Background: an optimization exercise with open tools, aiming at small area, a short achievable clock period and few clock cycles per item. Do not read the settings as production practice.
Where RTL was checked, it was by simulation tests only, not by an equivalence proof against the original.
Only the layout flow was run in runs 2 to 5; the RTL was not checked for function there.
Power figures rest on the tool's default switching activity, not on a simulated workload.

**flow/config.mk**
```make
export PLATFORM = sky130hd
export DESIGN_NAME = div
export DESIGN_NICKNAME = div
export VERILOG_FILES = /design/flow/design.v
export SDC_FILE = /design/flow/constraint.sdc
export NUM_CORES = 4
export LEC_CHECK = 0
export CAP_MARGIN = 5
export CORE_MARGIN = 2
export CORE_UTILIZATION = 40
export PLACE_DENSITY = 0.6
export SETUP_SLACK_MARGIN = 2
export SLEW_MARGIN = 5
```
**flow/constraint.sdc**
```tcl
create_clock -name core_clock -period 6.0 [get_ports {clk}]
set_input_delay 1.2000 -clock core_clock [delete_from_list [all_inputs] [get_ports {clk}]]
set_output_delay 1.2000 -clock core_clock [all_outputs]
set_load 0.01 [all_outputs]
```
**flow/design.v**
```verilog
/*verilator lint_off DECLFILENAME*/
module exe_log2_plus_one
(
    input [31:0] in,
    output [5:0] out
);
    wire [7:0] v;
    wire [1:0] p [0:7];
    genvar g;
    generate
        for (g = 0; g < 8; g = g + 1) begin : nib
            wire [3:0] x = in[4*g+3:4*g];
            assign v[g] = |x;
            assign p[g] = x[3] ? 2'd3 : x[2] ? 2'd2 : x[1] ? 2'd1 : 2'd0;
        end
    endgenerate
    wire [2:0] k = v[7] ? 3'd7 : v[6] ? 3'd6 : v[5] ? 3'd5 : v[4] ? 3'd4 :
                   v[3] ? 3'd3 : v[2] ? 3'd2 : v[1] ? 3'd1 : 3'd0;
    assign out = (|v) ? {1'b0, k, p[k]} : 6'b111111;
endmodule
module exe_add_pfx #(parameter W = 32, parameter L = 5)
(
    input  [W-1:0] a,
    input  [W-1:0] b,
    input          ci,
    output [W-1:0] s,
    output         co
);
    wire [W-1:0] g [0:L];
    wire [W-1:0] p [0:L];
    assign g[0] = a & b;
    assign p[0] = a ^ b;
    genvar i, j;
    generate
        for (i = 0; i < L; i = i + 1) begin : lvl
            for (j = 0; j < W; j = j + 1) begin : bt
                if (j & (1 << i)) begin : blk
                    localparam integer K = ((j >> i) << i) - 1;
                    assign g[i+1][j] = g[i][j] | (p[i][j] & g[i][K]);
                    assign p[i+1][j] = p[i][j] & p[i][K];
                end else begin : pass
                    assign g[i+1][j] = g[i][j];
                    assign p[i+1][j] = p[i][j];
                end
            end
        end
    endgenerate
    wire [W:0] c;
    assign c[0] = ci;
    generate
        for (j = 1; j <= W; j = j + 1) begin : cy
            assign c[j] = g[L][j-1] | (p[L][j-1] & ci);
        end
    endgenerate
    assign s  = p[0] ^ c[W-1:0];
    assign co = c[W];
endmodule
module exe_neg_pfx #(parameter W = 32, parameter L = 5)
(
    input  [W-1:0] x,
    output [W-1:0] y
);
    wire [W-1:0] o [0:L];
    assign o[0] = x;
    genvar i, j;
    generate
        for (i = 0; i < L; i = i + 1) begin : lvl
            for (j = 0; j < W; j = j + 1) begin : bt
                if (j & (1 << i)) begin : blk
                    localparam integer K = ((j >> i) << i) - 1;
                    assign o[i+1][j] = o[i][j] | o[i][K];
                end else begin : pass
                    assign o[i+1][j] = o[i][j];
                end
            end
        end
    endgenerate
    assign y = x ^ {o[L][W-2:0], 1'b0};
endmodule
module exe_orup_pfx #(parameter W = 32, parameter L = 5)
(
    input  [W-1:0] x,
    output [W-1:0] y
);
    wire [W-1:0] r;
    wire [W-1:0] o;
    genvar j;
    generate
        for (j = 0; j < W; j = j + 1) begin : rv
            assign r[j] = x[W-1-j];
            assign y[j] = o[W-1-j];
        end
    endgenerate
    wire [W-1:0] n;
    exe_neg_pfx #(.W(W), .L(L)) p (.x(r), .y(n));
    assign o = r | (r ^ n);
endmodule
/*verilator lint_off DECLFILENAME*/
module div(
    input [0:0]         clk,
    input [0:0]         rstn,
    input flush_by_writeback,
    input [0:0]         div_en_in,
    input [0:0]         div_op,
    input [0:0]         div_sign,
    input [ 31:0 ]      div_sr0,
    input [ 31:0 ]      div_sr1,
    input [ 4:0 ]       div_addr_in,
    input [31:0]        div_pc_in,
    input [31:0]        div_inst_in,
    output reg [0:0]    div_en_out,
    output reg [0:0]    stall_by_div,
    output [ 31:0 ]     div_result,
    output [ 4:0 ]      div_addr_out,
    output [31:0]       div_pc_out,
    output [31:0]       div_inst_out
);
localparam PREP = 2'd0;
localparam ITER = 2'd1;
localparam NEG  = 2'd2;
reg [1:0]  phase;
reg [31:0] rem;       
reg [34:0] y;         
reg        cin;       
reg [31:0] quo;       
reg [5:0]  pa;        
reg [5:0]  pb;        
reg [4:0]  cnt;       
reg        sa_r;      
reg        ma;        
reg        qn;        
reg        sel;       
reg        neg;       
reg [4:0]  addr;
reg [31:0] pc;
reg [31:0] inst;
wire        sa = div_sign & div_sr0[31];
wire        sb = div_sign & div_sr1[31];
wire [5:0]  pa_w;
wire [5:0]  pb_w;
wire [31:0] xa = sa ? {~div_sr0[30:0], 1'b1} : div_sr0;
wire [31:0] xb = div_sr1 ^ {32{sb}};
wire        bz_w = div_sr1 == 0;
exe_log2_plus_one log2_1(xa, pa_w);
exe_log2_plus_one log2_2(xb, pb_w);
wire [31:0] ta;       
exe_orup_pfx #(.W(32), .L(5)) oa (.x(xa), .y(ta));
wire        skip = bz_w | (|(xb & ~ta));
wire        ma_w = sa & |(div_sr0[30:0] & ~div_sr0[31:1]);
wire [6:0]  d;
wire        d_co;
exe_add_pfx #(.W(7), .L(3)) dsub (.a({pa[5], pa}), .b(~{pb[5], pb}), .ci(~ma), .s(d), .co(d_co));
wire        go  = ~d[6];
wire [69:0] ysh = {y, {35{cin}}} << {d[5:1], 1'b0};
wire [34:0] y2 = {y[33:0], cin};
wire [31:0] t1, t2, t3;
wire [2:0]  h1, h2;
wire [3:0]  h3;
wire        c1, c2, c3;
exe_add_pfx #(.W(35), .L(6)) add1 (.a({3'b000, rem}), .b(y),  .ci(cin), .s({h1, t1}), .co(c1));
exe_add_pfx #(.W(35), .L(6)) add2 (.a({3'b000, rem}), .b(y2), .ci(cin), .s({h2, t2}), .co(c2));
wire [34:0] cs_s = {3'b000, rem} ^ y ^ y2;
wire [34:0] cs_c = ({3'b000, rem} & y) | ({3'b000, rem} & y2) | (y & y2);
exe_add_pfx #(.W(36), .L(6)) add3 (.a({1'b0, cs_s}), .b({cs_c, cin}), .ci(cin), .s({h3, t3}), .co(c3));
wire        ge1 = c1;
wire        ge2 = c2;
wire        ge3 = c3;
wire [31:0] rn  = ({32{ge3}} & t3) | ({32{ge2 & ~ge3}} & t2) |
                  ({32{ge1 & ~ge2}} & t1) | ({32{~ge1}} & rem);
wire [31:0] mag = sel ? rem : quo;
wire [31:0] nmag;
exe_neg_pfx #(.W(32), .L(5)) ng (.x(mag), .y(nmag));
assign div_result   = mag;
assign div_addr_out = addr;
assign div_pc_out   = pc;
assign div_inst_out = inst;
wire [1:0] qd = {ge2, ge3 | (ge1 & ~ge2)};
wire pstep = go & (d[5:1] == 5'd0) & ~sa_r;
wire start = div_en_in & ~div_en_out;
wire fin   = (phase == NEG) || (phase == ITER && cnt == 0 && !neg) ||
             (phase == PREP && (!go || (pstep && (sel || !qn))));
always @(posedge clk) begin
    if (!rstn || flush_by_writeback) begin
        stall_by_div <= 0;
        div_en_out   <= 0;
    end else if (stall_by_div) begin
        if (fin) begin
            stall_by_div <= 0;
            div_en_out   <= 1;
        end
    end else begin
        stall_by_div <= start & ~skip;
        div_en_out   <= start & skip;
    end
end
always @(posedge clk) begin
    if (stall_by_div) begin
        case (phase)
            PREP: begin
                if (pstep) rem <= rn;
                else if (sa_r & go) rem <= nmag;
                quo   <= {30'd0, qd & {2{pstep}}};
                y     <= ysh[69:35];
                cnt   <= d[5:1];
                neg   <= go & (sel ? sa_r : qn);
                phase <= pstep ? NEG : ITER;
            end
            ITER: begin
                rem <= rn;
                quo <= {quo[29:0], qd};
                y   <= {2'b11, y[34:2]};
                cnt <= cnt - 1;
                if (cnt == 0) phase <= NEG;
            end
            default: begin
                rem <= nmag;
                quo <= {quo[29:0], qd};
                y   <= {2'b11, y[34:2]};
                sel <= 1;
            end
        endcase
    end else begin
        phase <= PREP;
        rem   <= div_sr0;
        quo   <= skip ? 32'd0 : div_sr0;
        y     <= {3'b111, div_sr1 ^ {32{~sb}}};
        cin   <= ~sb;
        pa    <= pa_w;
        pb    <= pb_w;
        sa_r  <= sa;
        ma    <= ma_w;
        qn    <= sa ^ sb;
        sel   <= div_op;
        neg   <= 0;
        addr  <= div_addr_in;
        pc    <= div_pc_in;
        inst  <= div_inst_in;
    end
end
endmodule
```
**flow/run.sh**
```bash
#!/bin/bash
# synth_recipe.tcl (not shown) runs the flow's synth.tcl, then flattens the netlist and writes it again
# the make line also repeats each setting of config.mk as NAME=value (left out here)
make -C /OpenROAD-flow-scripts/flow DESIGN_CONFIG=/design/flow/config.mk WORK_HOME=/design/flow/orfs CLKGATE_MAP_FILE= SYNTH_SCRIPT=/design/flow/synth_recipe.tcl finish
```
==> summary.txt, run 1 <==
* CP startpoint kind: register
* Reg2reg start: y[13]
* Ratio of final minimum period to clock period at 64.77%
* Initial antenna violation count at 0
* Reg clk slew, reported paths at 0.08 ns
* Largest net degree at the start of global routing at 78
* Register area share after synthesis at 29.30%
* Clk latency of the worst-skew pair at 0.48 ns
* Hold Path Cell Cnt at 2
* CP max-delay cell: dfxtp_1
* Share of the synthesized area in the top cell type at 21.21%
* RSZ-0062 raised after global routing: true
* Main flop type after synthesis: edfxtp_1
* Synth top area cells: edfxtp_1 21%, ha_1 8.3%, dfxtp_1 8.1%
* Syn nets at 2,255
* Slowest stage delay, CP at 0.63 ns
* Status: no timing/DRC/antenna violations
* Routed vias at 17,150
* Die ar. at 0.04559 mm²
* DRC viols at 0
* Worst reg-to-reg setup slack at 2.11 ns
* CTS tree: yes
* Largest area contributor in the netlist: edfxtp_1
* Clk root buf: clkbuf_16
* Initial core utilization at 40.67%
* 1st-iter DRT viols at 1,941
* First-pass GRT wire length at 97.08 mm
* Die width at 213.5 µm
* GR Overflow Total at 0
* Clock net sink count at 195
* DRT Wirelength at 66.58 mm
* Worst reg2reg path depth at 13
* Top cells by count, synth: 168 x nand2_1, 149 x a21oi_1, 129 x o21ai_0
* Fill cells at 4,131
* Row cnt at 76
* Pleak at 8.474 nW
* Slew Limit Fails at 0
* Post-DP HPWL at 50.85 mm
* Vias/cell at 6.181
* First-pass detailed-route iteration total at 6
* Hold WC Path Type: register to register
* Worst path required time at 6.32 ns
* Max Cap Viol at 0
* Crit. End Element: register
* Tmin final at 3.886 ns
* EDFF count, synth at 124
* # placed instances at 2,712
* Avg Inst Size Synth at 8.922 µm²
* IR drop worst, VDD at 0.1620 mV
* Post-DRT Antenna Nets at 0
* WL per Instance at 23.99 µm
* Fmax at 257.3 MHz
* Hold Path End: neg
* Min-delay src: neg
* R2r endpoint: rem[2]
* PortBufs at 241
* Maximum clock path buffer count at 2
* Critical setup path kind: register to register
* Post-Syn Area at 0.01756 mm²
* Power per cell area at 327.2 mW/mm²
* Cts bufs inserted at 17
* Worst Path Arrival at 4.20 ns
* Post-synthesis async set-or-reset flop share at 0%
* Final setup vio count at 0
* Post-route setup TNS at 0 ns
* Hold Vio Cnt, Final at 0
* Transition time of the tightest slew-check pin at 1.019 ns
* Area Overhead vs Synth at 23.12%
* Worst Skew at 0.01544 ns
* GRT Total Usage at 28.40%
* Non-filler instance count after layout at 2,775
* Layout cells sized above 1 at 10.14%
* Placer Congestion at 0.9669
* Top-count cell post-synth: nand2_1
* Die height at 213.5 µm
* Distinct cells, synth at 99
* H-tree levels at 4
* I/O Pins at 242
* Synth warn at 6
* Crit-path cells: fa_1 > ha_1 > a21o_1 > a21o_1 > a21o_1 > and3_1 > a21oi_4 > a21boi_4 > a31o_4 > buf_12 > a2111oi_0 > a2111oi_1 > o22ai_1
* Mapped Cells at 1,968
* Vias in the first global route at 15,790
* Core Footprint at 0.04317 mm²
* Post-route cell area at 0.02162 mm²
* Placed cell areas at 0.02047 mm²
* Number of synthesized register bits at 195
* Slew headroom at 31.84%
* Critical Path Most Common Cell: a21o_1
* Worst-path fanout max at 16
* Final #Nets at 2,463
## power breakdown
group / switching (W) / internal (W)
clock: 0.000599 / 0.000595
sequential: 0.000239 / 0.00158
combinational: 0.00236 / 0.00170
## how the worst max path moves through the flow
| stage | from | endpoint | slack, ns | depth (start not counted) |
|---|---|---|---|---|
| floorplan | pa[1] | rem[0] | 2.02 | 9 |
| global placement | div_sr0[31] | quo[3] | 1.03 | 13 |
| detailed placement | div_sr0[31] | quo[5] | 0.97 | 13 |
| CTS | y[17] | rem[27] | 2.01 | 12 |
| global route | cin | rem[26] | 1.96 | 13 |
| finish | y[13] | rem[2] | 2.11 | 13 |
## cell type report
class / instances / area [µm²] / area share [%]
flip-flops and latches: 195 / 5175 / 23.94
clock buffers: 18 / 429.2 / 1.985
diodes: 1 / 2.502 / 0.01157
multi-input cells: 1590 / 11860 / 54.87
inverters: 72 / 275.3 / 1.273
well taps: 585 / 732.0 / 3.386
repair buffers: 300 / 2980 / 13.79
clock inverters: 14 / 162.7 / 0.7524
## metrics by stage
step                setup slack [ns]  hold WS, ns  power, W  utilization [%]
floorplan                      2.021       0.4213  0.004458                -
global placement               1.028       0.4523  0.005568            47.42
detailed placement            0.9718       0.4538  0.005607            47.42
CTS                            2.006       0.4696  0.006899            49.29
global route                   1.961       0.5174  0.007500            50.07
finish                         2.114       0.4757  0.007073            50.08
## kinds of logic (layout without fill, tap and decap cells)
group	count (synthesis)	after routing	share of synthesized area, %
muxes	115	115	6.791
other	0	1	0
adders and majority gates	148	148	11.91
AOI/OAI and AO/OA	653	653	25.57
and+or+nand+nor	529	529	14.76
buffers and inverters	183	404	4.425
DFF	195	195	29.30
xor gates and xnor gates	145	145	7.232
## timing repair
action | CTS | global route
pin swaps | 7 | 7
setup buffers | 13 | 15
gates cloned | 0 | 2
hold buffers | 0 | 0
setup endpoints to repair | 92 | 61
resized for setup | 35 | 40
## sequential cells by signal, indices dropped and copies added, names as in the netlist
register / cells
pc: 32
addr: 5
cin: 1
sa_r: 1
pa: 6
div_en_out: 1
y: 35
neg: 1
inst: 32
qn: 1
quo: 32
pb: 6
ma: 1
sel: 1
cnt: 5
rem: 32
phase: 2
stall_by_div: 1
## layer usage
metal	GRT usage, %	vias to the layer above	share of wire, %
met5	0	-	0
met2	44.31	867	44
met3	5.053	134	8.2
met4	11.57	0	4.0
met1	38.87	8282	44
li1	-	7868	-
## critical path, delay by kind of cell, from the launching register on
kind            cells  cell delay [ns]
fa+ha+maj           2             0.86
simple gates        1             0.20
compound gates      9             1.86
flops               1             0.63
buf+inv             1             0.16
## layout by cell type (no fill, tap or decap), drive strengths merged, types with 22 or more instances in the layout
master,instances
a21o,40
a21oi,154
a221oi,38
a22o,31
a22oi,22
a31oi,34
buf,57
clkdlybuf4s50,239
dfxtp,71
edfxtp,124
fa,32
ha,116
inv,79
mux2i,94
nand2,169
nand3,53
nor2,113
nor3,48
o211ai,28
o21ai,144
xnor2,97
xor2,48
Testbench counts, summed over its fixed seeds: cycles 80,335, items 12,000.
==> run 2, diff against run 1 <==
--- a/flow/design.v
+++ b/flow/design.v
@@ -176,7 +176,5 @@
 assign div_inst_out = inst;
-wire [1:0] qd = {ge2, ge3 | (ge1 & ~ge2)};
-wire pstep = go & (d[5:1] == 5'd0) & ~sa_r;
 wire start = div_en_in & ~div_en_out;
 wire fin   = (phase == NEG) || (phase == ITER && cnt == 0 && !neg) ||
-             (phase == PREP && (!go || (pstep && (sel || !qn))));
+             (phase == PREP && !go);
 always @(posedge clk) begin
@@ -199,5 +197,4 @@
             PREP: begin
-                if (pstep) rem <= rn;
-                else if (sa_r & go) rem <= nmag;
-                quo   <= {30'd0, qd & {2{pstep}}};
+                if (sa_r & go) rem <= nmag;
+                quo   <= 0;
                 y     <= ysh[69:35];
@@ -205,3 +202,3 @@
                 neg   <= go & (sel ? sa_r : qn);
-                phase <= pstep ? NEG : ITER;
+                phase <= ITER;
             end
@@ -209,3 +206,3 @@
                 rem <= rn;
-                quo <= {quo[29:0], qd};
+                quo <= {quo[29:0], ge2, ge3 | (ge1 & ~ge2)};
                 y   <= {2'b11, y[34:2]};
@@ -216,3 +213,3 @@
                 rem <= nmag;
-                quo <= {quo[29:0], qd};
+                quo <= {quo[29:0], ge2, ge3 | (ge1 & ~ge2)};
                 y   <= {2'b11, y[34:2]};
==> run 2 against run 1 <==
  * Still clean on timing, DRC and antenna
  * Area after synthesis is 0.55% higher
  * Maximum frequency is 2.2% lower
  * Clock power is 8% higher
  * Sequential share of layout area is 0.18 points lower
  * Synthesized cell count is 1.3% higher
  * Global-route usage is 2.9 points higher
  * Clock skew is 0.0036 ns lower
  * Clock-buffer cell count is 1 lower
  * Sequential power hardly changed
  * Design area is 0.74% higher
  * Combinational power is 4% lower
  * Final cell count is 1.1% higher
==> summary.txt, run 2 <==
* Status: no timing/DRC/antenna violations
* Final WS setup at 2.026 ns (-0.08809 ns)
* Final #Nets at 2,496 (+1.3%)
* Clk latency of the worst-skew pair at 0.51 ns (+0.03 ns)
* Main flop type after synthesis: edfxtp_1
* CP max-delay cell: clkdlybuf4s50_1
* Worst Path Arrival at 4.25 ns (+0.05 ns)
* Syn nets at 2,282 (+1.2%)
* # placed instances at 2,733 (+0.77%)
* CP startpoint: div_sr0[6]
* I/O Pins at 242 (unchanged)
* Crit-path cells: clkdlybuf4s50_1 > or4_1 > o22ai_2 > nand2b_1 > a21bo_2 > a21boi_2 > nor2_4 > mux2_1 > o21ai_0 > a221o_1
* Crit. End Element: register
* Placed cell areas at 0.02056 mm² (+0.43%)
* Register area share after synthesis at 29.14% (-0.16 points)
* Largest area contributor in the netlist: edfxtp_1
* PortBufs at 241 (unchanged)
* Synth top area cells: edfxtp_1 21%, ha_1 8.2%, dfxtp_1 8.1%
* Fmax at 251.6 MHz (-2.2%)
* DRC viols at 0 (unchanged)
* Min-delay src: neg
* Commonest non-fill, non-tap cell in the layout: clkdlybuf4s50_1
* Initial antenna violation count at 2 (+2)
* Die ar. at 0.04584 mm² (+0.54%)
* Max Cap Viol at 0 (unchanged)
* Power per cell area at 320.4 mW/mm² (-2.1%)
* Die width at 214.1 µm (+0.27%)
* Post-route cell area at 0.02178 mm² (+0.74%)
* Hold Vio Cnt, Final at 0 (unchanged)
* Row cnt at 76 (unchanged)
* DRT Wirelength at 74.08 mm (+11%)
* CP bufs+invs at 1 (unchanged)
* Slew headroom at 46.53% (+15 points)
* Slew Limit Fails at 0 (unchanged)
* Non-filler instance count after layout at 2,806 (+1.1%)
* RSZ-0062 raised after global routing: true
* Area of the multi-input gates at 0.01196 mm² (+0.80%)
* GR Overflow Total at 0 (unchanged)
* Vias/cell at 6.400 (+3.5%)
* Clk root buf: clkbuf_16
* Area Overhead vs Synth at 23.36%
* First-pass GRT wire length at 108.2 mm (+11%)
* Worst-path fanout max at 10 (-6)
* Hold Path Cell Cnt at 2 (unchanged)
* CTS tree: yes
* First-pass detailed-route iteration total at 6 (unchanged)
* R2r endpoint: rem[10]
* Tmin final at 3.974 ns (+0.08809 ns)
* Worst reg-to-reg setup slack at 2.03 ns (-0.09 ns)
* Post-DRT Antenna Nets at 0 (unchanged)
* Critical setup path kind: primary input to register
* Synth warn at 6 (unchanged)
* Placer Congestion at 1.007 (+4.2%)
* Transition time of the tightest slew-check pin at 0.8020 ns (-0.2167 ns)
* Maximum clock path buffer count at 2 (unchanged)
* Leading cell types in the layout, fill and taps excluded: 234 x clkdlybuf4s50_1, 173 x nand2_1, 158 x a21oi_1, 128 x o21ai_0, 124 x edfxtp_1
* Top-count cell post-synth: nand2_1
* Post-DP HPWL at 55.70 mm (+9.5%)
* WL per Instance at 26.40 µm (+10%)
* CP startpoint kind: primary input
* Die height at 214.1 µm (+0.27%)
* Post-Syn Area at 0.01766 mm² (+0.55%)
* Worst path required time at 6.27 ns (-0.05 ns)
* Largest register FFs at 35 (unchanged)
* Post-synthesis async set-or-reset flop share at 0% (unchanged)
* IR drop worst, VDD at 0.2516 mV (+55%)
* Worst reg2reg path depth at 12 (-1)
* Initial core utilization at 40.72% (+0.044 points)
* Layout cells sized above 1 at 10.13% (-0.011 points)
* Avg Inst Size Synth at 8.854 µm² (-0.76%)
* Core Footprint at 0.04336 mm² (+0.44%)
* GRT Total Usage at 31.29% (+2.9 points)
* Largest net degree at the start of global routing at 67 (-14%)
* Hold_ws at 0.4676 ns (-0.008057 ns)
* 1st-iter DRT viols at 2,316 (+19%)
* Mapped Cells at 1,994 (+1.3%)
* Sequential cell area at 0.005174 mm² (about the same)
* Top cells by count, synth: 175 x nand2_1, 160 x a21oi_1, 129 x o21ai_0
* Share of the synthesized area in the top cell type at 21.09% (-0.12 points)
* Vias in the first global route at 16,760 (+6.1%)
* CP top delay family: simple AND/OR/NAND/NOR gates
* Post-route setup TNS at 0 ns (unchanged)
* EDFF count, synth at 124 (unchanged)
* Reg2reg start: y[2]
* Pre-CTS setup slack at 0.9967 ns (+0.02488 ns)
* H-tree levels at 4 (unchanged)
* Cts bufs inserted at 17 (unchanged)
* Fill cells at 4,145 (+0.34%)
* Worst Skew at 0.01184 ns (-0.003600 ns)
* Diode count at 0 (-1)
* Pleak at 8.418 nW (-0.66%)
* Hold Path End: neg
* Top reg by flops: y
* Routed vias at 17,960 (+4.7%)
* Slowest stage delay, CP at 0.83 ns (+0.20 ns)
* Final setup vio count at 0 (unchanged)
* Distinct cells, synth at 93 (-6.1%)
* Number of synthesized register bits at 195 (unchanged)
* Reg clk slew, reported paths at 0.09 ns (about the same)
* Ratio of final minimum period to clock period at 66.24% (+1.5 points)
* Clock net sink count at 195 (unchanged)
* Hold WC Path Type: register to register
run 2: cell count changes after synthesis, sizes merged, moves of 9 or more:
cell | previous run | this run
a22oi | 22 | 6
mux2i | 94 | 71
buf | 37 | 46
o221ai | 21 | 9
o211ai | 28 | 13
o2bb2ai | 1 | 13
o21ai | 144 | 134
nor2 | 113 | 97
a211oi | 19 | 34
a211o | 1 | 11
o22ai | 19 | 42
run 2: metrics by stage:
stage,util (%),power (W)
3_5_place_dp,47.41,0.005420
2_1_floorplan,-,0.004253
3_3_place_gp,47.41,0.005413
6_report,50.23,0.006979
4_1_cts,49.27,0.006779
5_1_grt,50.23,0.007334
run 2: cell type report:
| class | instances | area share, % |
|---|---|---|
| multi-input cells | 1612 | 54.90 |
| flip-flops and latches | 195 | 23.75 |
| repair buffers | 314 | 13.85 |
| well taps | 585 | 3.361 |
| clock buffers | 17 | 1.953 |
| inverters | 68 | 1.195 |
| clock inverters | 15 | 0.9824 |
run 2: logic make-up (layout without fill, tap and decap cells):
kind of cell	Yosys count	count (layout)	synth area share, %
XOR/XNOR	140	140	6.945
buffers and inverters	193	414	4.557
AND/OR/NAND/NOR	527	529	14.68
multiplexers	97	97	5.939
flip-flops	195	195	29.14
AO/OA/AOI/OAI	693	697	26.77
adder cells (fa/ha/maj)	149	149	11.96
run 2: tightest hold or removal path, stage by stage (launching register included):
cell and delay (ns):
dfxtp_1 0.32, nand2_1 0.05, a21oi_1 0.05
run 2: how the worst max path moves through the flow:
stage,to,cells after the start
2_1_floorplan,rem[31],16
3_3_place_gp,pa[0],13
3_5_place_dp,stall_by_div,12
4_1_cts,quo[9],11
5_1_grt,rem[10],12
6_report,pa[0],10
run 2: power breakdown:
| part | internal (W) | switching, W |
|---|---|---|
| clock | 0.000589 | 0.000698 |
| sequential | 0.00157 | 0.000214 |
| combinational | 0.00159 | 0.00231 |
| total | 0.00375 | 0.00323 |
run 2: timing repair:
action | in CTS | in global routing
hold endpoints to repair | 0 | 0
endpoints found under the setup margin | 79 | 78
cloned | 4 | 2
setup buffers | 4 | 31
gates resized for setup | 40 | 44
hold buffers | 0 | 0
pin swaps | 4 | 6
run 2: routing by layer:
metal | vias to the layer above | wire length [µm] | track usage [%]
met5 | - | 13 | 0
met1 | 8709 | 30290 | 42.09
met3 | 186 | 7117 | 6.312
met2 | 1016 | 33400 | 48.68
met4 | 2 | 3257 | 13.82
li1 | 8045 | - | -
==> run 3, diff against run 2 <==
--- a/flow/design.v
+++ b/flow/design.v
@@ -123,2 +123,3 @@
 reg [34:0] y;         
+reg [34:0] y3;        
 reg        cin;       
@@ -129,3 +130,2 @@
 reg        sa_r;      
-reg        ma;        
 reg        qn;        
@@ -148,18 +148,17 @@
 wire        skip = bz_w | (|(xb & ~ta));
-wire        ma_w = sa & |(div_sr0[30:0] & ~div_sr0[31:1]);
 wire [6:0]  d;
 wire        d_co;
-exe_add_pfx #(.W(7), .L(3)) dsub (.a({pa[5], pa}), .b(~{pb[5], pb}), .ci(~ma), .s(d), .co(d_co));
-wire        go  = ~d[6];
+exe_add_pfx #(.W(7), .L(3)) dsub (.a({pa[5], pa}), .b(~{pb[5], pb}), .ci(1'b1), .s(d), .co(d_co));
 wire [69:0] ysh = {y, {35{cin}}} << {d[5:1], 1'b0};
+wire [34:0] y1n = ysh[69:35];
+wire [34:0] y3n;
+wire        y3_co;
+exe_add_pfx #(.W(35), .L(6)) add0 (.a(y1n), .b({y1n[33:0], cin}), .ci(cin), .s(y3n), .co(y3_co));
 wire [34:0] y2 = {y[33:0], cin};
 wire [31:0] t1, t2, t3;
-wire [2:0]  h1, h2;
-wire [3:0]  h3;
+wire [2:0]  h1, h2, h3;
 wire        c1, c2, c3;
-exe_add_pfx #(.W(35), .L(6)) add1 (.a({3'b000, rem}), .b(y),  .ci(cin), .s({h1, t1}), .co(c1));
-exe_add_pfx #(.W(35), .L(6)) add2 (.a({3'b000, rem}), .b(y2), .ci(cin), .s({h2, t2}), .co(c2));
-wire [34:0] cs_s = {3'b000, rem} ^ y ^ y2;
-wire [34:0] cs_c = ({3'b000, rem} & y) | ({3'b000, rem} & y2) | (y & y2);
-exe_add_pfx #(.W(36), .L(6)) add3 (.a({1'b0, cs_s}), .b({cs_c, cin}), .ci(cin), .s({h3, t3}), .co(c3));
+exe_add_pfx #(.W(35), .L(6)) add1 (.a({3'b000, rem}), .b(y),  .ci(cin),  .s({h1, t1}), .co(c1));
+exe_add_pfx #(.W(35), .L(6)) add2 (.a({3'b000, rem}), .b(y2), .ci(cin),  .s({h2, t2}), .co(c2));
+exe_add_pfx #(.W(35), .L(6)) add3 (.a({3'b000, rem}), .b(y3), .ci(cin), .s({h3, t3}), .co(c3));
 wire        ge1 = c1;
@@ -177,4 +176,3 @@
 wire start = div_en_in & ~div_en_out;
-wire fin   = (phase == NEG) || (phase == ITER && cnt == 0 && !neg) ||
-             (phase == PREP && !go);
+wire fin   = (phase == NEG) || (phase == ITER && cnt == 0 && !neg);
 always @(posedge clk) begin
@@ -197,7 +195,8 @@
             PREP: begin
-                if (sa_r & go) rem <= nmag;
+                if (sa_r) rem <= nmag;
                 quo   <= 0;
-                y     <= ysh[69:35];
+                y     <= y1n;
+                y3    <= y3n;
                 cnt   <= d[5:1];
-                neg   <= go & (sel ? sa_r : qn);
+                neg   <= sel ? sa_r : qn;
                 phase <= ITER;
@@ -208,2 +207,3 @@
                 y   <= {2'b11, y[34:2]};
+                y3  <= {2'b11, y3[34:2]};
                 cnt <= cnt - 1;
@@ -215,2 +215,3 @@
                 y   <= {2'b11, y[34:2]};
+                y3  <= {2'b11, y3[34:2]};
                 sel <= 1;
@@ -223,2 +224,3 @@
         y     <= {3'b111, div_sr1 ^ {32{~sb}}};
+        y3    <= y3n;
         cin   <= ~sb;
@@ -227,3 +229,2 @@
         sa_r  <= sa;
-        ma    <= ma_w;
         qn    <= sa ^ sb;
--- a/flow/config.mk
+++ b/flow/config.mk
@@ -7,3 +7,3 @@
 export LEC_CHECK = 0
-export CAP_MARGIN = 5
+export CAP_MARGIN = 20
 export CORE_MARGIN = 2
@@ -12,2 +12,2 @@
 export SETUP_SLACK_MARGIN = 2
-export SLEW_MARGIN = 5
+export SLEW_MARGIN = 20
==> run 3 against run 2 <==
  * Synthesized cell count up 7.7%
  * Design area up 10%
  * Die area up 6.0%
  * Hold slack worse by 0.0023 ns
  * Critical endpoint is now y3[34]
  * Power up 42%
  * Final cell count up 8.5%
  * Routed wire length up 1.4%
  * Critical path depth up 13
  * Largest cell class unchanged
  * Setup slack worse by 0.99 ns
  * First-iteration DRC count down 21%
  * Area after synthesis up 6.1%
  * Flip-flop and latch count up 34
==> summary.txt, run 3 <==
* Fmax at 201.5 MHz (-20%)
* Slew Limit Fails at 0 (unchanged)
* Initial antenna violation count at 4 (+2)
* Reg clk slew, reported paths at 0.06 ns (-0.03 ns)
* I/O Pins at 242 (unchanged)
* Register area share after synthesis at 30.99% (+1.9 points)
* DRT Wirelength at 75.11 mm (+1.4%)
* CP top delay family: compound AO/OA/AOI/OAI gates
* Slew headroom at 30.11% (-16 points)
* Die width at 220.4 µm (+2.9%)
* IR drop worst, VDD at 0.2628 mV (+4.4%)
* EDFF count, synth at 122 (-1.6%)
* Die ar. at 0.04858 mm² (+6.0%)
* 1st-iter DRT viols at 1,831 (-21%)
* Final core occ at 51.91% (+1.7 points)
* Total power at 0.009933 W (+42%)
* Commonest non-fill, non-tap cell in the layout: clkdlybuf4s50_1
* First-pass detailed-route iteration total at 6 (unchanged)
* Area Overhead vs Synth at 28.47%
* Clk latency of the worst-skew pair at 0.58 ns (+0.07 ns)
* First-pass GRT wire length at 110.4 mm (+2.1%)
* PortBufs at 241 (unchanged)
* Vias/cell at 6.188 (-3.3%)
* Met1 Use GR at 41.51% (-0.57 points)
* Crit-path cells: inv_1 > ha_1 > o21a_1 > o21a_4 > o21a_4 > nor2_4 > buf_12 > xor2_4 > buf_12 > nand2_8 > buf_6 > o21ai_4 > ha_4 > a21o_1 > a21o_1 > a221o_1 > a211o_1 > o2111ai_2 > nand2_2 > a211o_1 > o31a_1 > xnor2_1 > nand2_1
* Die height at 220.4 µm (+2.9%)
* Row cnt at 79 (+3.9%)
* CTS tree: yes
* Cts bufs inserted at 28 (+11)
* Post-DP HPWL at 56.80 mm (+2.0%)
* Core Footprint at 0.04636 mm² (+6.9%)
* Worst-path fanout max at 6 (-4)
* DRC viols at 0 (unchanged)
* Tmin final at 4.962 ns (+0.9876 ns)
* Crit. End Element: register
* Post-route setup TNS at 0 ns (unchanged)
* CP max-delay cell: edfxtp_1
* Top-count cell post-synth: nand2_1
* Placer Congestion at 0.9356 (-7.1%)
* Mapped Cells at 2,147 (+7.7%)
* GR Overflow Total at 0 (unchanged)
* Share of the synthesized area in the top cell type at 19.56% (-1.5 points)
* CP bufs+invs at 4 (+3)
* Largest regs: y3: 35 flops, y: 35 flops
* RSZ-0062 raised after global routing: true
* Hold Vio Cnt, Final at 0 (unchanged)
* Hold WC Path Type: register to register
* Top cells by count, synth: 223 x nand2_1, 170 x a21oi_1, 148 x nor2_1
* GRT busiest layer: met2
* Vias in the first global route at 17,900 (+6.8%)
* Met3 Resource Use GR at 5.278% (-1.0 points)
* Avg Inst Size Synth at 8.725 µm² (-1.5%)
* Largest net degree at the start of global routing at 52 (-22%)
* Power per cell area at 412.7 mW/mm² (+29%)
* Final setup vio count at 0 (unchanged)
* Clk root buf: clkbuf_16
* Number of synthesized register bits at 229 (+17%)
* CP startpoint kind: register
* Maximum clock path buffer count at 3 (+1)
* Clock net sink count at 229 (+17%)
* Hold_buf cts at 0 (unchanged)
* Distinct cells, synth at 95 (+2.2%)
* Initial core utilization at 40.41% (-0.31 points)
* Post-DRT Antenna Nets at 0 (unchanged)
* Critical setup path kind: register to register
* Met2 Usage GRT at 47.97% (-0.71 points)
* GRT Total Usage at 30.06% (-1.2 points)
* Post-synthesis async set-or-reset flop share at 0% (unchanged)
* H-tree levels at 1 (-3)
* Worst path required time at 6.43 ns (+0.16 ns)
* Ratio of final minimum period to clock period at 82.70% (+16 points)
* Slowest stage delay, CP at 0.39 ns (-0.44 ns)
* WL per Instance at 24.67 µm (-6.5%)
* Layout cells sized above 1 at 13.02% (+2.9 points)
* Worst Skew at 0.01731 ns (+0.005462 ns)
* Transition time of the tightest slew-check pin at 1.046 ns (+0.2437 ns)
* Leading cell types in the layout, fill and taps excluded: 239 x clkdlybuf4s50_1, 216 x nand2_1, 158 x a21oi_1, 136 x ha_1, 131 x nor2_1
* Syn nets at 2,433 (+6.6%)
* Largest area contributor in the netlist: edfxtp_1
* Final #Nets at 2,700 (+8.2%)
* Max Cap Viol at 0 (unchanged)
* Post-Syn Area at 0.01873 mm² (+6.1%)
* Main flop type after synthesis: edfxtp_1
* Synth top area cells: edfxtp_1 20%, dfxtp_1 11%, ha_1 9.6%
* Synth warn at 5 (-1)
* Status: no timing/DRC/antenna violations
* Pre-CTS setup slack at 0.6567 ns (-0.3400 ns)
* Final WS setup at 1.038 ns (-0.9876 ns)
* Pleak at 9.562 nW (+14%)
* Worst Path Arrival at 5.40 ns (+1.15 ns)
* Routed vias at 18,840 (+4.9%)
[run 3: where the power goes]
group | switching (W) | total (W) | internal (W)
clock | 0.000714 | 0.00175 | 0.00104
sequential | 0.000306 | 0.00226 | 0.00195
combinational | 0.00322 | 0.00592 | 0.00270
[run 3: cell families after synthesis]
group                      count (synthesis)  share of synthesized area, %
buffers and inverters                    179                         4.121
xor gates and xnor gates                 168                         7.895
muxes                                     96                         5.437
DFF                                      229                         30.99
and+or+nand+nor                          619                         15.47
adders and majority gates                147                         9.939
AOI/OAI and AO/OA                        709                         26.15
[run 3: path summary, 6_finish.rpt]
| path | startpoint | end | slack [ns] | depth (start not counted) |
|---|---|---|---|---|
| min reg2reg | y3[9] | y3[7] | 0.47 | 2 |
| max reg2reg | pb[0] | y3[34] | 1.04 | 23 |
| min | y3[9] | y3[7] | 0.47 | 2 |
| max | pb[0] | y3[34] | 1.04 | 23 |
[run 3: tightest hold or removal path, stage by stage, from the launching register on]
cell and delay [ns]:
dfxtp_1 0.32, nand2_1 0.05, o21ai_1 0.05
[run 3: what timing repair did]
| action | 4_1_cts | 5_1_grt |
|---|---|---|
| hold endpoints to repair | 0 | 0 |
| setup endpoints to repair | 99 | 99 |
| pin swaps | 32 | 51 |
| gates resized for setup | 80 | 80 |
| buffers inserted | 28 | 30 |
| gates cloned | 4 | 1 |
[run 3: final cells by class]
cell class                      instances  area, µm²
Multi-Input combinational cell       1743      12890
Clock inverter                         16      152.6
Clock buffer                           35      778.2
Fill cell                            4310      22290
Inverter                               67      262.8
Antenna cell                            2      5.005
Sequential cell                       229       5807
Tap cell                              607      759.5
Timing Repair Buffer                  345       3411
[run 3: per-layer routing]
metal | part of all wire (%) | wire, µm | vias up
met5 | 0.017 | 13 | -
met4 | 3.2 | 2395 | 2
met3 | 9.8 | 7340 | 134
met2 | 45 | 33700 | 903
met1 | 42 | 31660 | 9141
li1 | - | - | 8657
[run 3: metrics by stage]
stage	instances	hold WS [ns]	cell area, µm²
floorplan	2147	0.4256	18900
global route	3042	0.4946	24060
finish	3044	0.4654	24070
global placement	2927	0.4436	21890
detailed placement	2927	0.4533	21890
CTS	3010	0.4680	23440
==> run 4, diff against run 3 <==
--- a/flow/design.v
+++ b/flow/design.v
@@ -78,20 +78,2 @@
     assign y = x ^ {o[L][W-2:0], 1'b0};
-endmodule
-module exe_orup_pfx #(parameter W = 32, parameter L = 5)
-(
-    input  [W-1:0] x,
-    output [W-1:0] y
-);
-    wire [W-1:0] r;
-    wire [W-1:0] o;
-    genvar j;
-    generate
-        for (j = 0; j < W; j = j + 1) begin : rv
-            assign r[j] = x[W-1-j];
-            assign y[j] = o[W-1-j];
-        end
-    endgenerate
-    wire [W-1:0] n;
-    exe_neg_pfx #(.W(W), .L(L)) p (.x(r), .y(n));
-    assign o = r | (r ^ n);
 endmodule
@@ -123,3 +105,2 @@
 reg [34:0] y;         
-reg [34:0] y3;        
 reg        cin;       
@@ -145,5 +126,7 @@
 exe_log2_plus_one log2_2(xb, pb_w);
-wire [31:0] ta;       
-exe_orup_pfx #(.W(32), .L(5)) oa (.x(xa), .y(ta));
-wire        skip = bz_w | (|(xb & ~ta));
+wire [6:0]  dw;
+wire        dw_co;
+exe_add_pfx #(.W(7), .L(3)) dwsub (.a({pa_w[5], pa_w}), .b(~{pb_w[5], pb_w}), .ci(1'b1), .s(dw), .co(dw_co));
+wire        skip   = bz_w | dw[6];
+wire        direct = ~sa & ~bz_w & (dw[6:1] == 6'd0);
 wire [6:0]  d;
@@ -152,13 +135,12 @@
 wire [69:0] ysh = {y, {35{cin}}} << {d[5:1], 1'b0};
-wire [34:0] y1n = ysh[69:35];
-wire [34:0] y3n;
-wire        y3_co;
-exe_add_pfx #(.W(35), .L(6)) add0 (.a(y1n), .b({y1n[33:0], cin}), .ci(cin), .s(y3n), .co(y3_co));
 wire [34:0] y2 = {y[33:0], cin};
 wire [31:0] t1, t2, t3;
-wire [2:0]  h1, h2, h3;
+wire [2:0]  h1, h2;
+wire [3:0]  h3;
 wire        c1, c2, c3;
-exe_add_pfx #(.W(35), .L(6)) add1 (.a({3'b000, rem}), .b(y),  .ci(cin),  .s({h1, t1}), .co(c1));
-exe_add_pfx #(.W(35), .L(6)) add2 (.a({3'b000, rem}), .b(y2), .ci(cin),  .s({h2, t2}), .co(c2));
-exe_add_pfx #(.W(35), .L(6)) add3 (.a({3'b000, rem}), .b(y3), .ci(cin), .s({h3, t3}), .co(c3));
+exe_add_pfx #(.W(35), .L(6)) add1 (.a({3'b000, rem}), .b(y),  .ci(cin), .s({h1, t1}), .co(c1));
+exe_add_pfx #(.W(35), .L(6)) add2 (.a({3'b000, rem}), .b(y2), .ci(cin), .s({h2, t2}), .co(c2));
+wire [34:0] cs_s = {3'b000, rem} ^ y ^ y2;
+wire [34:0] cs_c = ({3'b000, rem} & y) | ({3'b000, rem} & y2) | (y & y2);
+exe_add_pfx #(.W(36), .L(6)) add3 (.a({1'b0, cs_s}), .b({cs_c, cin}), .ci(cin), .s({h3, t3}), .co(c3));
 wire        ge1 = c1;
@@ -197,4 +179,3 @@
                 quo   <= 0;
-                y     <= y1n;
-                y3    <= y3n;
+                y     <= ysh[69:35];
                 cnt   <= d[5:1];
@@ -207,3 +188,2 @@
                 y   <= {2'b11, y[34:2]};
-                y3  <= {2'b11, y3[34:2]};
                 cnt <= cnt - 1;
@@ -215,3 +195,2 @@
                 y   <= {2'b11, y[34:2]};
-                y3  <= {2'b11, y3[34:2]};
                 sel <= 1;
@@ -220,7 +199,7 @@
     end else begin
-        phase <= PREP;
+        phase <= direct ? ITER : PREP;
+        cnt   <= 0;
         rem   <= div_sr0;
-        quo   <= skip ? 32'd0 : div_sr0;
+        quo   <= (skip | direct) ? 32'd0 : div_sr0;
         y     <= {3'b111, div_sr1 ^ {32{~sb}}};
-        y3    <= y3n;
         cin   <= ~sb;
@@ -231,3 +210,3 @@
         sel   <= div_op;
-        neg   <= 0;
+        neg   <= direct & ~div_op & sb;
         addr  <= div_addr_in;
==> run 4 against run 3 <==
  * Area after synthesis is 8.2% lower
  * Die area is 8.0% lower
  * Power is 23% lower
  * Critical path type is now primary input to register
  * Clock power is about 30% lower
  * Synthesized cell count is 13% lower
  * Clock skew is 0.0066 ns higher
  * Hold slack better by 0.019 ns
  * Setup slack better by 0.075 ns
  * First-iteration DRC count is 10% lower
  * Flip-flop and latch count is 35 lower
==> summary.txt, run 4 <==
* Post-Syn Area at 0.01720 mm² (-8.2%)
* CTS tree: yes
* CP startpoint: div_sr0[19]
* Worst path required time at 6.37 ns (-0.06 ns)
* Largest register FFs at 35
* Critical setup path kind: primary input to register
* R2r endpoint: rem[18]
* Largest net degree at the start of global routing at 73 (+40%)
* EDFF count, synth at 121 (-0.82%)
* DRT Wirelength at 65.34 mm (-13%)
* Clock net sink count at 194 (-15%)
* Placer Congestion at 0.9448 (+0.98%)
* Pleak at 8.754 nW (-8.4%)
* Top reg by flops: y
* Worst-path fanout max at 8 (+2)
* Top cells by count, synth: 139 x a21oi_1, 130 x nand2_1, 123 x ha_1
* Synth Area in Adders at 12.67% (+2.7 points)
* Slew headroom at 28.61% (-1.5 points)
* Fmax at 204.6 MHz (+1.5%)
* Final WS setup at 1.113 ns (+0.07456 ns)
* Max Cap Viol at 0 (unchanged)
* Transition time of the tightest slew-check pin at 1.071 ns (+0.02508 ns)
* RSZ-0062 raised after global routing: true
* Pint at 0.004165 W (-27%)
* Clk root buf: clkbuf_16
* PortBufs at 241 (unchanged)
* DRC viols at 0 (unchanged)
* Synth Area in Compound Gates at 24.86% (-1.3 points)
* I/O Pins at 242 (unchanged)
* Clk pwr share at 15.9% (-1.7 points)
* GR Overflow Total at 0 (unchanged)
* Initial antenna violation count at 0 (-4)
* Crit. End Element: register
* Share of the synthesized area in the top cell type at 21.12% (+1.6 points)
* Final core occ at 53.03% (+1.1 points)
* Worst Skew at 0.02386 ns (+0.006551 ns)
* Largest family of logic cells by synthesized area: compound AO/OA/AOI/OAI gates
* Commonest non-fill, non-tap cell in the layout: clkdlybuf4s50_1
* Cts bufs inserted at 17 (-39%)
* Register area share after synthesis at 29.62% (-1.4 points)
* Avg Inst Size Synth at 9.228 µm² (+5.8%)
* Pre-CTS setup slack at -0.02004 ns (-0.6767 ns)
* Main flop type after synthesis: edfxtp_1
* Top-count cell post-synth: a21oi_1
* Leading cell types in the layout, fill and taps excluded: 198 x clkdlybuf4s50_1, 137 x a21oi_1, 125 x nand2_1, 121 x edfxtp_1, 119 x buf_4
* Mapped Cells at 1,864 (-13%)
* Number of synthesized register bits at 194 (-15%)
* Final setup vio count at 0 (unchanged)
* Syn nets at 2,158 (-11%)
* Switch Pwr at 0.003522 W (-17%)
* Die width at 211.4 µm (-4.1%)
* Worst reg2reg path depth at 11 (-52%)
* Tmin final at 4.887 ns (-0.07456 ns)
* Initial core utilization at 40.73% (+0.32 points)
* Reg2reg start: y[12]
* Status: no timing/DRC/antenna violations
* First-pass GRT wire length at 96.74 mm (-12%)
* Diode count at 0 (-2)
* Synth warn at 6 (+1)
* Vias/cell at 6.250 (+0.99%)
* Largest area contributor in the netlist: edfxtp_1
* Die height at 211.4 µm (-4.1%)
* CP startpoint kind: primary input
* Synth top area cells: edfxtp_1 21%, ha_1 8.9%, dfxtp_1 8.5%
* Routed vias at 17,060 (-9.5%)
* IR drop worst, VDD at 0.1767 mV (-33%)
* Logic gate share of total power at 60.1% (+0.5 points)
* GRT Total Usage at 28.52% (-1.5 points)
* Core Footprint at 0.04223 mm² (-8.9%)
* Post-DRT Antenna Nets at 0 (unchanged)
* CP endpoint: quo[22]
* Power per cell area at 343.3 mW/mm² (-17%)
* Vias in the first global route at 16,000 (-11%)
* Layout cells sized above 1 at 16.44% (+3.4 points)
* Multiplexer share of the synthesized area at 6.671% (+1.2 points)
* Die ar. at 0.04468 mm² (-8.0%)
* Ratio of final minimum period to clock period at 81.46% (-1.2 points)
* Hold_ws at 0.4846 ns (+0.01925 ns)
* Post-Synth XOR/XNOR Area at 7.274% (-0.62 points)
* Hold WC Path Type: register to register
* Maximum clock path buffer count at 2 (-1)
* First-pass detailed-route iteration total at 8 (+2)
* WL per Instance at 23.94 µm (-3.0%)
* 1st-iter DRT viols at 1,639 (-10%)
* Min-delay src: quo[1]
* Post-synthesis async set-or-reset flop share at 0% (unchanged)
* Hold Path Cell Cnt at 1 (-1)
* Worst reg-to-reg setup slack at 1.95 ns (+0.91 ns)
* Clk latency of the worst-skew pair at 0.50 ns (-0.08 ns)
* Synth Area in Simple Gates at 15.24% (-0.23 points)
* Post-DP HPWL at 47.58 mm (-16%)
* Fill cells at 3,849 (-11%)
* Distinct cells, synth at 104 (+9.5%)
* Final #Nets at 2,471 (-8.5%)
* Slew Limit Fails at 0 (unchanged)
* Area Overhead vs Synth at 30.18%
* Hold Vio Cnt, Final at 0 (unchanged)
* Reg clk slew, reported paths at 0.08 ns (+0.02 ns)
* Sequential power share at 24.0% (+1.3 points)
* H-tree levels at 4 (+3)
* Row cnt at 75 (-5.1%)
* Worst Path Arrival at 5.26 ns (-0.14 ns)
* Sw Ratio at 45.82% (+3.1 points)
-- run 4: cell count changes after synthesis, sizes merged, moves of 13 or more --
| cell | delta |
|---|---|
| fa | +29 |
| a31oi | -18 |
| clkbuf | -17 |
| a21oi | -31 |
| a21o | -26 |
| dfxtp | -34 |
| xor2 | -22 |
| nand3 | -13 |
| nand2 | -94 |
| o22ai | -17 |
| a22oi | +18 |
| ha | -21 |
| nor2 | -37 |
-- run 4: timing repair --
action                     CTS  global route
setup buffers               50            29
resized for setup          186            46
cloned                       3             1
pin swaps                   56            13
setup endpoints to repair   70            49
hold buffers                 0             0
-- run 4: metal layers --
metal,global-route usage (%),wire [µm],vias up
met5,0,0,-
met4,10.49,2439,0
met3,5.607,5970,105
met2,44.24,28410,905
met1,39.35,28520,8239
li1,-,-,7806
-- run 4: worst min path at each step --
| stage | endpoint | slack, ns |
|---|---|---|
| 4_1_cts | quo[3] | 0.48 |
| 6_report | quo[3] | 0.48 |
| 3_3_place_gp | cnt[0] | 0.46 |
| 2_1_floorplan | quo[22] | 0.44 |
| 3_5_place_dp | quo[2] | 0.46 |
| 5_1_grt | quo[3] | 0.50 |
-- run 4: final cells by class --
cell class	instances	area, µm²	share of cell area (%)
Clock buffer	17	425.4	1.900
Clock inverter	15	176.4	0.7879
Inverter	62	242.7	1.084
Multi-Input combinational cell	1519	12110	54.08
Sequential cell	194	5156	23.03
Tap cell	539	674.4	3.012
Timing Repair Buffer	383	3606	16.10
-- run 4: critical path, cell delays in order --
cell           delay [ns]
dlygate4sd2_1        0.25
or3_4                0.41
o32ai_4              0.28
buf_6                0.14
a31oi_4              0.12
buf_6                0.14
mux2i_1              0.11
mux2i_1              0.17
nor2_1               0.08
or4_4                0.48
ha_4                 0.23
o21ai_2              0.12
a21boi_1             0.07
o21a_1               0.19
o21a_4               0.22
o41ai_4              0.24
nand2b_4             0.21
nor2_4               0.06
buf_12               0.14
buf_12               0.13
a22o_1               0.23
-- run 4: kinds of logic after synthesis --
logic type      count (synthesis)
flops                         194
fa+ha+maj                     155
mux                           103
simple gates                  510
xor+xnor                      142
buf+inv                       151
compound gates                609
-- run 4: stage by stage --
stage          cell area (µm²)  instances  TNS, ns  total power, W
2_1_floorplan            17260       1864        0        0.004696
3_3_place_gp             20420       2614        0        0.005904
3_5_place_dp             20420       2614  -0.1474        0.005948
4_1_cts                  21960       2699        0        0.007419
5_1_grt                  22390       2729        0        0.008108
6_report                 22390       2729        0        0.007687
-- run 4: power by group through the flow --
stage | clock, W | sequential, W | combinational, W
2_1_floorplan | 0 | 0.00178 | 0.00292
3_3_place_gp | 0 | 0.00188 | 0.00402
3_5_place_dp | 0 | 0.00188 | 0.00406
4_1_cts | 0.00125 | 0.00184 | 0.00433
5_1_grt | 0.00129 | 0.00186 | 0.00496
6_report | 0.00122 | 0.00184 | 0.00462
==> run 5, diff against run 4 <==
--- a/flow/design.v
+++ b/flow/design.v
@@ -78,2 +78,20 @@
     assign y = x ^ {o[L][W-2:0], 1'b0};
+endmodule
+module exe_orup_pfx #(parameter W = 32, parameter L = 5)
+(
+    input  [W-1:0] x,
+    output [W-1:0] y
+);
+    wire [W-1:0] r;
+    wire [W-1:0] o;
+    genvar j;
+    generate
+        for (j = 0; j < W; j = j + 1) begin : rv
+            assign r[j] = x[W-1-j];
+            assign y[j] = o[W-1-j];
+        end
+    endgenerate
+    wire [W-1:0] n;
+    exe_neg_pfx #(.W(W), .L(L)) p (.x(r), .y(n));
+    assign o = r | (r ^ n);
 endmodule
@@ -126,7 +144,5 @@
 exe_log2_plus_one log2_2(xb, pb_w);
-wire [6:0]  dw;
-wire        dw_co;
-exe_add_pfx #(.W(7), .L(3)) dwsub (.a({pa_w[5], pa_w}), .b(~{pb_w[5], pb_w}), .ci(1'b1), .s(dw), .co(dw_co));
-wire        skip   = bz_w | dw[6];
-wire        direct = ~sa & ~bz_w & (dw[6:1] == 6'd0);
+wire [31:0] ta;       
+exe_orup_pfx #(.W(32), .L(5)) oa (.x(xa), .y(ta));
+wire        skip = bz_w | (|(xb & ~ta));
 wire [6:0]  d;
@@ -148,8 +164,10 @@
 wire        ge3 = c3;
-wire [31:0] rn  = ({32{ge3}} & t3) | ({32{ge2 & ~ge3}} & t2) |
-                  ({32{ge1 & ~ge2}} & t1) | ({32{~ge1}} & rem);
-wire [31:0] mag = sel ? rem : quo;
-wire [31:0] nmag;
-exe_neg_pfx #(.W(32), .L(5)) ng (.x(mag), .y(nmag));
-assign div_result   = mag;
+wire [1:0]  qd  = {ge2, ge3 | (ge1 & ~ge2)};
+wire        lq  = (cnt == 0) & ~sel;
+wire [31:0] rn  = ({32{~lq & ge3}} & t3) | ({32{~lq & ge2 & ~ge3}} & t2) |
+                  ({32{~lq & ge1 & ~ge2}} & t1) | ({32{~lq & ~ge1}} & rem) |
+                  ({32{lq}} & {quo[29:0], qd});
+wire [31:0] nrem;
+exe_neg_pfx #(.W(32), .L(5)) ng (.x(rem), .y(nrem));
+assign div_result   = rem;
 assign div_addr_out = addr;
@@ -177,3 +195,3 @@
             PREP: begin
-                if (sa_r) rem <= nmag;
+                if (sa_r) rem <= nrem;
                 quo   <= 0;
@@ -186,3 +204,3 @@
                 rem <= rn;
-                quo <= {quo[29:0], ge2, ge3 | (ge1 & ~ge2)};
+                quo <= {quo[29:0], qd};
                 y   <= {2'b11, y[34:2]};
@@ -192,6 +210,5 @@
             default: begin
-                rem <= nmag;
-                quo <= {quo[29:0], ge2, ge3 | (ge1 & ~ge2)};
+                rem <= nrem;
+                quo <= {quo[29:0], qd};
                 y   <= {2'b11, y[34:2]};
-                sel <= 1;
             end
@@ -199,6 +216,5 @@
     end else begin
-        phase <= direct ? ITER : PREP;
-        cnt   <= 0;
-        rem   <= div_sr0;
-        quo   <= (skip | direct) ? 32'd0 : div_sr0;
+        phase <= PREP;
+        rem   <= (skip & ~div_op) ? 32'd0 : div_sr0;
+        quo   <= 0;
         y     <= {3'b111, div_sr1 ^ {32{~sb}}};
@@ -210,3 +226,3 @@
         sel   <= div_op;
-        neg   <= direct & ~div_op & sb;
+        neg   <= 0;
         addr  <= div_addr_in;
==> run 5 against run 4 <==
  * Via count up 5.3%
  * Clock skew down 0.0037 ns
  * First-iteration DRC count up 47%
  * Die area up 0.36%
  * Hold slack worse by 0.026 ns
  * Highest routed layer is now met5
==> summary.txt, run 5 <==
* GR Overflow Total at 0 (unchanged)
* WL per Instance at 26.04 µm (+8.8%)
* First-pass GRT wire length at 105.7 mm (+9.3%)
* Status: no timing/DRC/antenna violations
* Layout cells sized above 1 at 15.14% (-1.3 points)
* Distinct cells, synth at 99 (-4.8%)
* Slew headroom at 25.85% (-2.8 points)
* Worst Skew at 0.02015 ns (-0.003709 ns)
* Commonest non-fill, non-tap cell in the layout: clkdlybuf4s50_1
* Vias/cell at 6.431 (+2.9%)
* Hold Vio Cnt, Final at 0 (unchanged)
* Maximum clock path buffer count at 2 (unchanged)
* Mapped Cells at 1,944 (+4.3%)
* Switch Pwr at 0.003405 W (-3.3%)
* Die ar. at 0.04483 mm² (+0.36%)
* Slew Limit Fails at 0 (unchanged)
* Slowest stage delay, CP at 0.59 ns (+0.11 ns)
* Row cnt at 76 (+1.3%)
* Final setup vio count at 0 (unchanged)
* Largest area contributor in the netlist: edfxtp_1
* H-tree levels at 4 (unchanged)
* IR drop worst, VDD at 0.2455 mV (+39%)
* Worst Path Arrival at 4.36 ns (-0.90 ns)
* Synth top area cells: edfxtp_1 21%, ha_1 8.3%, dfxtp_1 8.0%
* Cts bufs inserted at 17 (unchanged)
* Clock net sink count at 192 (-1.0%)
* Crit-path cells: fa_1 > ha_4 > and3_4 > a221o_1 > a32o_2 > o2111ai_4 > nand2_2 > a21boi_4 > nor2_4 > a222oi_1 > a21oi_1 > a211o_1
* Final #Nets at 2,519 (+1.9%)
* Crit. End Element: register
* Clk pwr share at 16.2% (+0.3 points)
* Routed vias at 17,960 (+5.3%)
* Worst-path fanout max at 5 (-3)
* Largest net degree at the start of global routing at 73 (unchanged)
* Top-count cell post-synth: nand2_1
* Initial antenna violation count at 2 (+2)
* Largest register FFs at 35 (unchanged)
* R2r endpoint: rem[31]
* DRC viols at 0 (unchanged)
* Share of the synthesized area in the top cell type at 21.40% (+0.27 points)
* Area Overhead vs Synth at 29.84%
* Hold_buf cts at 0 (unchanged)
* Clk latency of the worst-skew pair at 0.50 ns (about the same)
* Reg clk slew, reported paths at 0.08 ns (about the same)
* Synth warn at 6 (unchanged)
* Total power at 0.007432 W (-3.3%)
* Main flop type after synthesis: edfxtp_1
* Transition time of the tightest slew-check pin at 1.105 ns (+0.03392 ns)
* Tmin final at 4.106 ns (-0.7817 ns)
* CP startpoint kind: register
* GRT Total Usage at 31.60% (+3.1 points)
* Final WS setup at 1.894 ns (+0.7817 ns)
* PortBufs at 241 (unchanged)
* Worst path required time at 6.25 ns (-0.12 ns)
* Post-Syn Area at 0.01726 mm² (+0.36%)
* Sw Ratio at 45.81% (about the same)
* CP startpoint: rem[7]
* 1st-iter DRT viols at 2,406 (+47%)
* Hold WC Path Type: register to register
* Pint at 0.004028 W (-3.3%)
* Power per cell area at 331.6 mW/mm² (-3.4%)
* CTS tree: yes
* Pre-CTS setup slack at 0.6049 ns (+0.6249 ns)
* Syn nets at 2,230 (+3.3%)
* Die height at 211.7 µm (+0.18%)
* Reg2reg start: rem[7]
* Worst reg2reg path depth at 12 (+1)
* Number of synthesized register bits at 192 (-1.0%)
* Post-route setup TNS at 0 ns (unchanged)
* Register area share after synthesis at 29.40% (-0.22 points)
* Die width at 211.7 µm (+0.18%)
* First-pass detailed-route iteration total at 7 (-1)
* Avg Inst Size Synth at 8.880 µm² (-3.8%)
* Worst reg-to-reg setup slack at 1.89 ns (-0.06 ns)
* Pleak at 8.865 nW (+1.3%)
* Post-DP HPWL at 52.52 mm (+10%)
* Leading cell types in the layout, fill and taps excluded: 210 x clkdlybuf4s50_1, 178 x nand2_1, 151 x a21oi_1, 129 x buf_4, 123 x edfxtp_1
* Ratio of final minimum period to clock period at 68.43% (-13 points)
* Post-synthesis async set-or-reset flop share at 0% (unchanged)
* Post-DRT Antenna Nets at 0 (unchanged)
* CP top delay family: compound AO/OA/AOI/OAI gates
* Core Footprint at 0.04279 mm² (+1.3%)
* Placer Congestion at 0.9644 (+2.1%)
* Critical setup path kind: register to register
* Worst path depth at 12 (-43%)
* Sequential power share at 23.6% (-0.4 points)
* EDFF count, synth at 123 (+1.7%)
* CP endpoint: rem[31]
* Top cells by count, synth: 180 x nand2_1, 159 x a21oi_1, 123 x edfxtp_1
* Vias in the first global route at 16,810 (+5.1%)
* Top reg by flops: y
* Fill cells at 3,969 (+3.1%)
* Max Cap Viol at 0 (unchanged)
* Fmax at 243.6 MHz (+19%)
* CP max-delay cell: fa_1
* Logic gate share of total power at 60.2% (about the same)
* Clk root buf: clkbuf_16
* Initial core utilization at 40.34% (-0.39 points)
* CP bufs+invs at 0 (-5)
* I/O Pins at 242 (unchanged)
* RSZ-0062 raised after global routing: true
* DRT Wirelength at 72.73 mm (+11%)
run 5: cell types whose count changed in the layout (fill, tap and decap cells not counted), sizes merged, moves of 19 or more:
| cell | delta |
|---|---|
| mux2i | -21 |
| dlymetal6s2s | +20 |
| dlygate4sd2 | -28 |
| nand2 | +51 |
| and2 | +27 |
| a22o | -27 |
| a21oi | +19 |
| a22oi | -21 |
| mux2 | -24 |
run 5: metrics by stage:
step	cells	instance area [µm²]	hold WS (ns)	utilization (%)
6_report	2793	22410	0.4584	52.38
5_1_grt	2792	22410	0.4827	52.37
4_1_cts	2745	21600	0.4601	50.49
3_5_place_dp	2660	20220	0.4418	47.26
3_3_place_gp	2660	20220	0.4382	47.26
2_1_floorplan	1944	17260	0.4201	-
run 5: power groups by stage:
| stage | clock network (W) | logic (W) | registers [W] |
|---|---|---|---|
| floorplan | 0 | 0.00253 | 0.00174 |
| global placement | 0 | 0.00362 | 0.00181 |
| detailed placement | 0 | 0.00367 | 0.00181 |
| CTS | 0.00123 | 0.00403 | 0.00175 |
| global route | 0.00126 | 0.00479 | 0.00176 |
| finish | 0.00120 | 0.00448 | 0.00175 |
run 5: worst min-delay path by stage:
| stage | start | end | cells past startpoint |
|---|---|---|---|
| after global placement | neg | neg | 2 |
| after detailed placement | quo[17] | quo[19] | 1 |
| after CTS | quo[17] | quo[19] | 1 |
| after global routing | quo[17] | quo[19] | 1 |
| after floorplan | neg | neg | 2 |
| final | quo[17] | quo[19] | 1 |
run 5: metal layers:
metal,up-vias,GRT usage (%),routed length (µm)
met3,218,6.646,7546
li1,7983,-,-
met5,-,0,13
met2,1118,46.90,31230
met1,8640,42.69,29790
met4,2,17.63,4145
run 5: logic make-up after synthesis:
kind of cell | Yosys count | synth area share [%]
simple gates | 608 | 17.76
mux | 60 | 3.986
compound gates | 622 | 25.28
flops | 192 | 29.40
fa+ha+maj | 147 | 12.05
xor+xnor | 141 | 7.154
buf+inv | 174 | 4.370
run 5: what timing repair did:
item	CTS	global route
setup buffers	50	44
gates cloned	3	3
gates resized for setup	97	102
pin swaps	27	50
endpoints found under the setup margin	37	32
run 5: cell type report:
class / instances / area [µm²] / share of cell area (%)
clock buffers: 17 / 425.4 / 1.898
repair buffers: 380 / 3588 / 16.01
multi-input cells: 1581 / 12150 / 54.21
clock inverters: 15 / 178.9 / 0.7983
diodes: 1 / 2.502 / 0.01116
well taps: 546 / 683.2 / 3.048
inverters: 61 / 247.7 / 1.105
flip-flops and latches: 192 / 5137 / 22.92
